From an optimization exercise on the open Yosys and OpenROAD flow, aimed at small area; shortcuts taken in it are not production practice.
The RTL was checked by simulation tests, not by an equivalence proof against the original design.
Power and IR drop assume default switching activity.

==> job 6987: inputs <==
==> flow/design.v <==
`timescale 1ns / 1ps
module seven_segment(number,segment_out);
input logic [3:0] number;
output logic [6:0] segment_out;
always_comb
begin
 case(number)
 4'b0000: segment_out = 7'b1000000;
 4'b0001: segment_out = 7'b1111001;
 4'b0010: segment_out = 7'b0100100;
 4'b0011: segment_out = 7'b0110000;
 4'b0100: segment_out = 7'b0011001;
 4'b0101: segment_out = 7'b0010010;
 4'b0110: segment_out = 7'b0000010;
 4'b0111: segment_out = 7'b1111000;
 4'b1000: segment_out = 7'b0000000;
 4'b1001: segment_out = 7'b0010000;
 4'b1010: segment_out = 7'b0001000;
 4'b1011: segment_out = 7'b0000011;
 4'b1100: segment_out = 7'b1000110;
 4'b1101: segment_out = 7'b0100001;
 4'b1110: segment_out = 7'b0000110;
 default: segment_out = 7'b1111111;
 endcase
end
endmodule
`timescale 1ns / 1ps
module seven_segment_four(segment_out,segment_enable,d4,d3,d2,d1,clk,rst);
input logic clk,rst;
input logic [3:0] d4,d3,d2,d1;
output logic [6:0] segment_out;
output logic [3:0] segment_enable;
logic [3:0] cnt;  
logic [3:0] segment_number;
seven_segment seven_segment_inst(segment_number,segment_out);
always_ff @(posedge clk or posedge rst)
begin
    if (rst)
        cnt <= 0;
    else
        cnt <= cnt + 1;
end
always_comb
begin
    case (cnt[3:2])
        2'd0: begin segment_number = d1; segment_enable = 4'b1110; end
        2'd1: begin segment_number = d2; segment_enable = 4'b1101; end
        2'd2: begin segment_number = d3; segment_enable = 4'b1011; end
        default: begin segment_number = d4; segment_enable = 4'b0111; end
    endcase
end
endmodule
`timescale 1ns / 1ps
module debouncer(button,button_out,clk,rst);
input logic button,clk,rst;
output logic button_out;
logic ff1, ff2, result, state;
logic [4:0] cnt;
logic done;
assign done = cnt[4] & cnt[2] & cnt[0];  
always_ff @(posedge clk)
begin
    state <= result;
    if (rst) begin
        ff1 <= 0;
        ff2 <= 0;
        cnt <= 0;
        result <= 0;
        button_out <= 0;
    end
    else begin
        ff1 <= button;
        ff2 <= ff1;
        if (done)
            result <= ff2;
        if (ff1 ^ ff2)
            cnt <= 0;
        else if (!done)
            cnt <= cnt + 1;
        button_out <= result & ~state;
    end
end
endmodule
`timescale 1ns / 1ps
module simple_microprocessor(btnC,btnU,btnL,btnR,btnD,CLK100MHZ,rst_in,sw,seg,an);
input logic btnC,btnU,btnL,btnR,btnD;
input logic rst_in;
input logic CLK100MHZ;
input logic [15:0] sw;
output logic [6:0] seg;
output logic [3:0] an;
logic clk;
assign clk = CLK100MHZ;
logic bC,bL,bR,bU,bD;
debouncer dbd1(btnC,bC,clk,rst_in);
debouncer dbd2(btnR,bR,clk,rst_in);
debouncer dbd3(btnL,bL,clk,rst_in);
debouncer dbd4(btnU,bU,clk,rst_in);
debouncer dbd5(btnD,bD,clk,rst_in);
logic rst;
assign rst = bD | rst_in;
logic [3:0] S4,S3,S1;
logic S2;
seven_segment_four disp(seg,an,S4,S3,{4{S2}},S1,clk,rst);
localparam [5:0]
    F1=6'd0, F1L=6'd1, F1A=6'd2, F1S=6'd3, F1C=6'd4, F1U=6'd5,   
    F2=6'd8, DEC=6'd9,
    L1=6'd10, L2=6'd11, L3=6'd12,
    T1=6'd13, T2=6'd14, T3=6'd15,
    A1=6'd16, A2=6'd17, A3=6'd18, A4=6'd19,
    Q1=6'd20, Q2=6'd21, P1=6'd22, P2=6'd23, N1=6'd24, N2=6'd25,
    DISP1=6'd26, DISP2=6'd27,
    SO1=6'd32, SO2=6'd33, SO3=6'd34, SO4=6'd35, SO5=6'd36, SO6=6'd37, SO7=6'd38, SO8=6'd39, SO9=6'd40;
logic [5:0] st, st_n;
logic [4:0] cnt;
logic isext, opf;
logic [2:0] ss, cl, ts, sc, tc;
logic idle;
assign idle = (st[5:3] == 3'b000);
logic [11:0] im [0:7];
logic [11:0] I;
assign I = isext ? sw[11:0] : im[0];
logic rot;
assign rot = (st == DEC) & ~isext;
always_ff @(posedge clk)
begin
    if (rst) begin
        im[0] <= 12'b111_111_111_111;
        im[1] <= 12'b010_010_000_001;
        im[2] <= 12'b011_011_000_001;
        im[3] <= 12'b110_000_000_111;
        im[4] <= 12'b100_100_000_100;
        im[5] <= 12'b110_000_000_111;
        im[6] <= 12'b101_100_000_100;
        im[7] <= 12'b110_000_000_111;
    end
    else if (rot) begin
        for (int k = 0; k < 7; k++) im[k] <= im[k+1];
        im[7] <= im[0];
    end
    else if (st == F1C)
        im[0] <= sw[11:0];
end
logic [3:0] rf [0:7];
logic [3:0] dm [0:15];
logic [3:0] A, B, Y, wd;
logic [2:0] ra1, ra2, wa;
logic we;
always_comb
begin
    if (st == SO7 || (st == DISP2 && cnt == 5'd0))
        ra1 = tc;
    else if (st == SO9)
        ra1 = tc + 3'd1;
    else if (st == F1S)
        ra1 = {tc[0], sc[2:1]};
    else
        ra1 = sc;
    if (st[5])
        ra2 = sc + 3'd1;
    else
        ra2 = cl;
    if (st == F1U)
        wa = sw[11:9];
    else if (st == F1L || st == F1A || st == SO3)
        wa = tc;
    else if (st == SO5)
        wa = tc + 3'd1;
    else if (st == SO7)
        wa = sc;
    else
        wa = sc + 3'd1;
    we = (st == F1U) || (st == F1L) || (st == F1A) || (st == SO3) || (st == SO5) || (st == SO7) || (st == SO9);
    if (st == F1U)
        wd = sw[15:12];
    else if (st == F1L)
        wd = dm[{opf, cl}];
    else
        wd = Y;
end
assign A = rf[ra1];
assign B = rf[ra2];
always_ff @(posedge clk)
begin
    if (rst) begin
        rf[0] <= 6; rf[1] <= 3; rf[2] <= 2; rf[3] <= 3;
        rf[4] <= 4; rf[5] <= 5; rf[6] <= 6; rf[7] <= 7;
    end
    else if (we)
        rf[wa] <= wd;
end
always_ff @(posedge clk)
begin
    if (rst) begin
        for (int k = 0; k < 16; k++) dm[k] <= 0;
        dm[1] <= 1;
        dm[2] <= 5;
    end
    else if (st == F1S)
        dm[{opf, cl}] <= A;
end
logic sub, mm, lt, selB;
logic [4:0] sum;
assign mm = (st == SO3) || (st == SO5);
assign sub = ~opf | st[5];
assign sum = {1'b0,A} + {1'b0,B ^ {4{sub}}} + {4'b0,sub};
assign lt = ~sum[4];
assign selB = mm & (lt ^ ((st == SO3) ^ opf));
assign Y = selB ? B : ((st[5] || st == DISP2) ? A : sum[3:0]);
logic [3:0] esum;
logic [2:0] se;
assign esum = ss + cl;
assign se = (esum == 4'd0 || esum[3]) ? 3'd7 : esum[2:0] - 3'd1;
logic pass_end, more;
logic [4:0] cnt_p;
assign pass_end = (sc == se - 3'd1);
assign cnt_p = pass_end ? cnt + 5'd1 : cnt;
assign more = (cl == 3'd0) || ({2'b00,cl} - 5'd1 > cnt_p);
always_comb
begin
    st_n = st;
    if (idle) begin
        if (bC) st_n = F1C;
        else if (bU) st_n = F1U;
        else if (bR | bL) st_n = F2;
        else st_n = F1;
    end
    else case (st)
    F2: st_n = DEC;
    DEC: case (I[11:9])
        3'b000: st_n = L1;
        3'b001: st_n = T1;
        3'b010, 3'b011: st_n = A1;
        3'b100, 3'b101: st_n = Q1;
        3'b110: st_n = P1;
        default: st_n = N1;
        endcase
    L1: st_n = L2;
    L2: st_n = L3;
    L3: st_n = F1L;
    T1: st_n = T2;
    T2: st_n = T3;
    T3: st_n = F1S;
    A1: st_n = A2;
    A2: st_n = A3;
    A3: st_n = A4;
    A4: st_n = F1A;
    Q1: st_n = Q2;
    Q2: st_n = SO1;
    P1: st_n = P2;
    P2: st_n = DISP1;
    N1: st_n = N2;
    N2: st_n = F1;
    SO1: st_n = SO2;
    SO2: st_n = SO3;
    SO3: st_n = SO4;
    SO4: st_n = SO5;
    SO5: st_n = SO6;
    SO6: st_n = SO7;
    SO7: st_n = SO8;
    SO8: st_n = SO9;
    SO9: st_n = more ? SO1 : DISP1;
    DISP1: st_n = DISP2;
    DISP2: st_n = (cnt < 5'd20) ? DISP2 : ((sc < se) ? DISP1 : F1);
    default: st_n = F1;
    endcase
end
always_ff @(posedge clk or posedge rst)
begin
    if (rst)
        st <= F1;
    else
        st <= st_n;
end
always_ff @(posedge clk or posedge rst)
begin
    if (rst) begin
        S1 <= 0; S2 <= 0; S3 <= 0; S4 <= 0;
    end
    else if (st == A4) begin
        S4 <= A; S3 <= B; S2 <= 1; S1 <= Y;
    end
    else if (st == DISP1) begin
        S4 <= {1'b0, sc}; S3 <= 4'b1111; S2 <= 1;
    end
    else if (st == DISP2)
        S1 <= Y;
end
always_ff @(posedge clk)
begin
    if (idle) begin
        cnt <= 0;
        isext <= ~bC & ~bU & bR;
    end
    case (st)
    DEC: begin
        ss <= I[5:3]; sc <= I[5:3]; cl <= I[2:0]; ts <= I[8:6];
        opf <= (I[11:9] == 3'b000) ? I[3] : I[9];
        tc <= (I[11:9] == 3'b110) ? 3'd0 : I[8:6];
    end
    L1: tc <= I[6:4];
    T1: begin cl <= I[2:0]; opf <= I[3]; end
    A2: tc <= I[8:6];
    SO9: begin
        cnt <= cnt_p;
        if (more) begin
            if (pass_end) begin sc <= ss; tc <= ts; end
            else begin sc <= sc + 3'd1; tc <= tc + 3'd1; end
        end
        else begin
            sc <= ss;
            tc <= tc + 3'd1;
        end
    end
    DISP1: cnt <= 0;
    DISP2: begin
        if (cnt < 5'd20)
            cnt <= cnt + 5'd1;
        else if (sc < se) begin
            tc <= sc;
            sc <= sc + 3'd1;
        end
    end
    default: ;
    endcase
end
endmodule
==> flow/run.sh <==
#!/bin/bash
# synth_recipe.tcl (not shown) runs the flow's synth.tcl, then flattens the netlist and writes it again
# the make line also repeats each setting of config.mk as NAME=value (left out here)
make -C /OpenROAD-flow-scripts/flow DESIGN_CONFIG=/design/flow/config.mk WORK_HOME=/design/flow/orfs CLKGATE_MAP_FILE= SYNTH_SCRIPT=/design/flow/synth_recipe.tcl finish
==> flow/config.mk <==
export PLATFORM = sky130hd
export DESIGN_NAME = simple_microprocessor
export DESIGN_NICKNAME = simple_microprocessor
export VERILOG_FILES = /design/flow/design.v
export SDC_FILE = /design/flow/constraint.sdc
export NUM_CORES = 4
export LEC_CHECK = 0
export ABC_AREA = 1
export CAP_MARGIN = 20
export CORE_MARGIN = 2
export CORE_UTILIZATION = 60
export CTS_BUF_LIST = sky130_fd_sc_hd__clkbuf_4 sky130_fd_sc_hd__clkbuf_8
export SLEW_MARGIN = 20
==> flow/constraint.sdc <==
create_clock -name core_clock -period 10.0 [get_ports {CLK100MHZ}]
set_input_delay 2.0000 -clock core_clock [delete_from_list [all_inputs] [get_ports {CLK100MHZ}]]
set_output_delay 2.0000 -clock core_clock [all_outputs]
set_load 0.01 [all_outputs]
==> inputs of job 7850, as changes to job 6987 <==
--- a/flow/design.v
+++ b/flow/design.v
@@ -77,5 +77,5 @@
             cnt <= 0;
         else if (!done)
-            cnt <= cnt + 1;
+            cnt <= {cnt[4] ^ (&cnt[3:0]), cnt[3] ^ (&cnt[2:0]), cnt[2] ^ (&cnt[1:0]), cnt[1] ^ cnt[0], ~cnt[0]};
         button_out <= result & ~state;
     end
- CTS_BUF_LIST: sky130_fd_sc_hd__clkbuf_4 sky130_fd_sc_hd__clkbuf_8 -> unset
- CTS_CLUSTER_DIAMETER: unset -> 100
- CTS_CLUSTER_SIZE: unset -> 30
==> inputs of job 4883, as changes to job 6987 <==
--- a/flow/design.v
+++ b/flow/design.v
@@ -77,5 +77,5 @@
             cnt <= 0;
         else if (!done)
-            cnt <= cnt + 1;
+            cnt <= {cnt[4] ^ (&cnt[3:0]), cnt[3] ^ (&cnt[2:0]), cnt[2] ^ (&cnt[1:0]), cnt[1] ^ cnt[0], ~cnt[0]};
         button_out <= result & ~state;
     end
==> flow/flow/run.sh (new file) <==
#!/bin/bash
# Own flow: the standard synthesis, then its combinational logic re-mapped
# for area with ABC (registers kept as they are), then the standard layout.
set -e
W=$(pwd)
PLAT=${FLOW_PLATFORM:-sky130hd}
YOSYS=$FLOW_HOME/../tools/install/yosys/bin/yosys
LIB=$FLOW_HOME/platforms/$PLAT/lib/sky130_fd_sc_hd__tt_025C_1v80.lib
R=$W/orfs/results/$PLAT/simple_microprocessor/base

# 1. standard synthesis
bash standard.sh synth > $W/log_1_standard_synth.txt 2>&1

# 2. re-map the combinational logic
cp $R/1_2_yosys.v $W/std_netlist.v
python3 $W/flow/genmodels.py $LIB > $W/cell_models.v 2> $W/log_2_genmodels.txt
DONTUSE=$(grep -o 'cell *( *"\?sky130_fd_sc_hd__\(lpflow\|probe\)[a-z0-9_]*' $LIB | sed 's/.*(\s*"\?//' | sort -u | sed 's/^/-dont_use /' | tr '\n' ' ')
cat > $W/remap.ys <<EOY
read_verilog $W/cell_models.v
read_liberty -lib -ignore_redef $LIB
read_verilog $W/std_netlist.v
hierarchy -top $FLOW_TOP
flatten
techmap
opt -purge
abc -liberty $LIB $DONTUSE -script $W/flow/remap.abc
opt_clean -purge
stat -liberty $LIB
write_verilog -noattr -noexpr $W/remapped.v
EOY
$YOSYS -s $W/remap.ys > $W/log_3_remap.txt 2>&1

# the registers must be the standard synthesis's, cell for cell
ffs() { grep -oE 'sky130_fd_sc_hd__(df|edf|sdf|dl)[a-z0-9_]* +[^ (]+' "$1" | sort; }
if ! diff <(ffs $W/std_netlist.v) <(ffs $W/remapped.v) > $W/log_4_regcheck.txt 2>&1; then
    echo "register mismatch after re-mapping" >&2
    exit 1
fi

# 3. standard layout from the re-mapped netlist
cp $W/remapped.v $R/1_2_yosys.v
rm -f $R/1_synth.odb $R/1_synth.sdc
# the same port buffers as the standard flow, in the smallest buffer cell
BUFFER_PORTS_ARGS="-buffer_cell sky130_fd_sc_hd__buf_1" bash standard.sh finish > $W/log_5_standard_layout.txt 2>&1
==> flow/flow/genmodels.py (new file) <==
# Writes Verilog models of the combinational cells of a liberty file (stdout),
# so that Yosys can flatten a mapped netlist back into logic for re-mapping.
import re, sys
lib = open(sys.argv[1]).read()
out = []
for m in re.finditer(r'\n\s*cell\s*\(\s*"?(\w+)"?\s*\)\s*\{', lib):
    name = m.group(1)
    i = m.end(); depth = 1; start = i
    while depth:
        c = lib[i]
        if c == '{': depth += 1
        elif c == '}': depth -= 1
        i += 1
    body = lib[start:i]
    if re.search(r'\b(ff|latch|statetable)\s*\(', body):
        continue
    pins = []
    for pm in re.finditer(r'\n\s*pin\s*\(\s*"?(\w+)"?\s*\)\s*\{', body):
        j = pm.end(); d = 1; s = j
        while d:
            c = body[j]
            if c == '{': d += 1
            elif c == '}': d -= 1
            j += 1
        pb = body[s:j]
        dm = re.search(r'direction\s*:\s*"?(\w+)"?', pb)
        fm = re.search(r'\bfunction\s*:\s*"([^"]*)"', pb)
        pins.append((pm.group(1), dm.group(1) if dm else None, fm.group(1) if fm else None))
    outs = [p for p in pins if p[1] == 'output']
    ins = [p for p in pins if p[1] == 'input']
    if not outs or any(p[2] is None for p in outs):
        continue
    def conv(f):
        f = f.replace('!', '~').replace('*', '&').replace('+', '|')
        f = re.sub(r"(\w+)'", r'~\1', f)
        f = re.sub(r'(\w|\))\s+(?=[\w~(])', r'\1&', f)
        return f
    s = 'module %s(%s);\n' % (name, ', '.join(p[0] for p in ins + outs))
    for p in ins:
        s += '  input %s;\n' % p[0]
    for p in outs:
        s += '  output %s;\n  assign %s = %s;\n' % (p[0], p[0], conv(p[2]))
    s += 'endmodule\n'
    out.append(s)
print('\n'.join(out))
==> flow/flow/remap.abc (new file) <==
strash
dc2
dch -f
amap
mfs2
strash
dc2
dch -f
amap
mfs2
strash
dch -f
amap
topo
==> flow/standard.sh (new file) <==
#!/bin/bash
# synth_recipe.tcl (not shown) runs the flow's synth.tcl, then flattens the netlist and writes it again
# the make line also repeats each setting of config.mk as NAME=value (left out here)
make -C /OpenROAD-flow-scripts/flow DESIGN_CONFIG=/design/flow/config.mk WORK_HOME=/design/flow/orfs CLKGATE_MAP_FILE= SYNTH_SCRIPT=/design/flow/synth_recipe.tcl "${@:-finish}"
- CORE_UTILIZATION: 60 -> 75
- CTS_BUF_LIST: sky130_fd_sc_hd__clkbuf_4 sky130_fd_sc_hd__clkbuf_8 -> unset
- CTS_CLUSTER_DIAMETER: unset -> 100
- CTS_CLUSTER_SIZE: unset -> 30
- PLACE_DENSITY: unset -> 0.85
removed: flow/run.sh
==> comparison <==
- The lowest non-clock buffer count belongs to job 7850, the highest to job 4883.
- Clock skew: job 7850 < job 6987 < job 4883.
- The lowest final cell count belongs to job 4883, the highest to job 6987.
- Register-to-register slack: job 4883 < job 7850 < job 6987.
- The highest maximum frequency belongs to job 6987, the lowest to job 4883.
- Between job 7850 and job 4883, the lower via count is in job 4883 (gap about 9%, measured against job 4883).
- In job 4883 the sequential power is larger than in job 7850, by about 4%.

[separate check: timing with driven ports]
Ports are ideal in the flow. The routed layouts listed here were re-timed in OpenROAD. Step 1: set_driving_cell puts a clkbuf_16 on CLK100MHZ and a buf_2 on each other input, an assumption about the parent block. Step 2 adds t to the input delays and takes it off the output delays; t is the mean of the earliest and latest rising clock arrival at the registers after step 1. Input paths then give back, and output paths get back, about the clock's delay inside the block. Slacks: ideal ports / drivers / drivers and shift; pairs: ideal ports / drivers.
run	shift t [ns]	setup WS [ns]	hold WS [ns]	clock arrival spread, ns	worst register clock-pin slew, ns
job 6987	0.607	4.458 / 4.458 / 3.943	0.366 / 0.366 / 0.366	0.033 / 0.033	0.07 / 0.07
job 7850	0.540	4.066 / 4.066 / 4.066	0.360 / 0.360 / 0.360	0.027 / 0.027	0.12 / 0.12
job 4883	0.543	1.872 / 1.872 / 1.872	0.352 / 0.352 / 0.352	0.044 / 0.044	0.12 / 0.12
After both steps every run listed still meets setup and hold. The setup slack of job 6987, which loses most, moves by 0.000 ns with the drivers and by -0.515 ns with both steps.
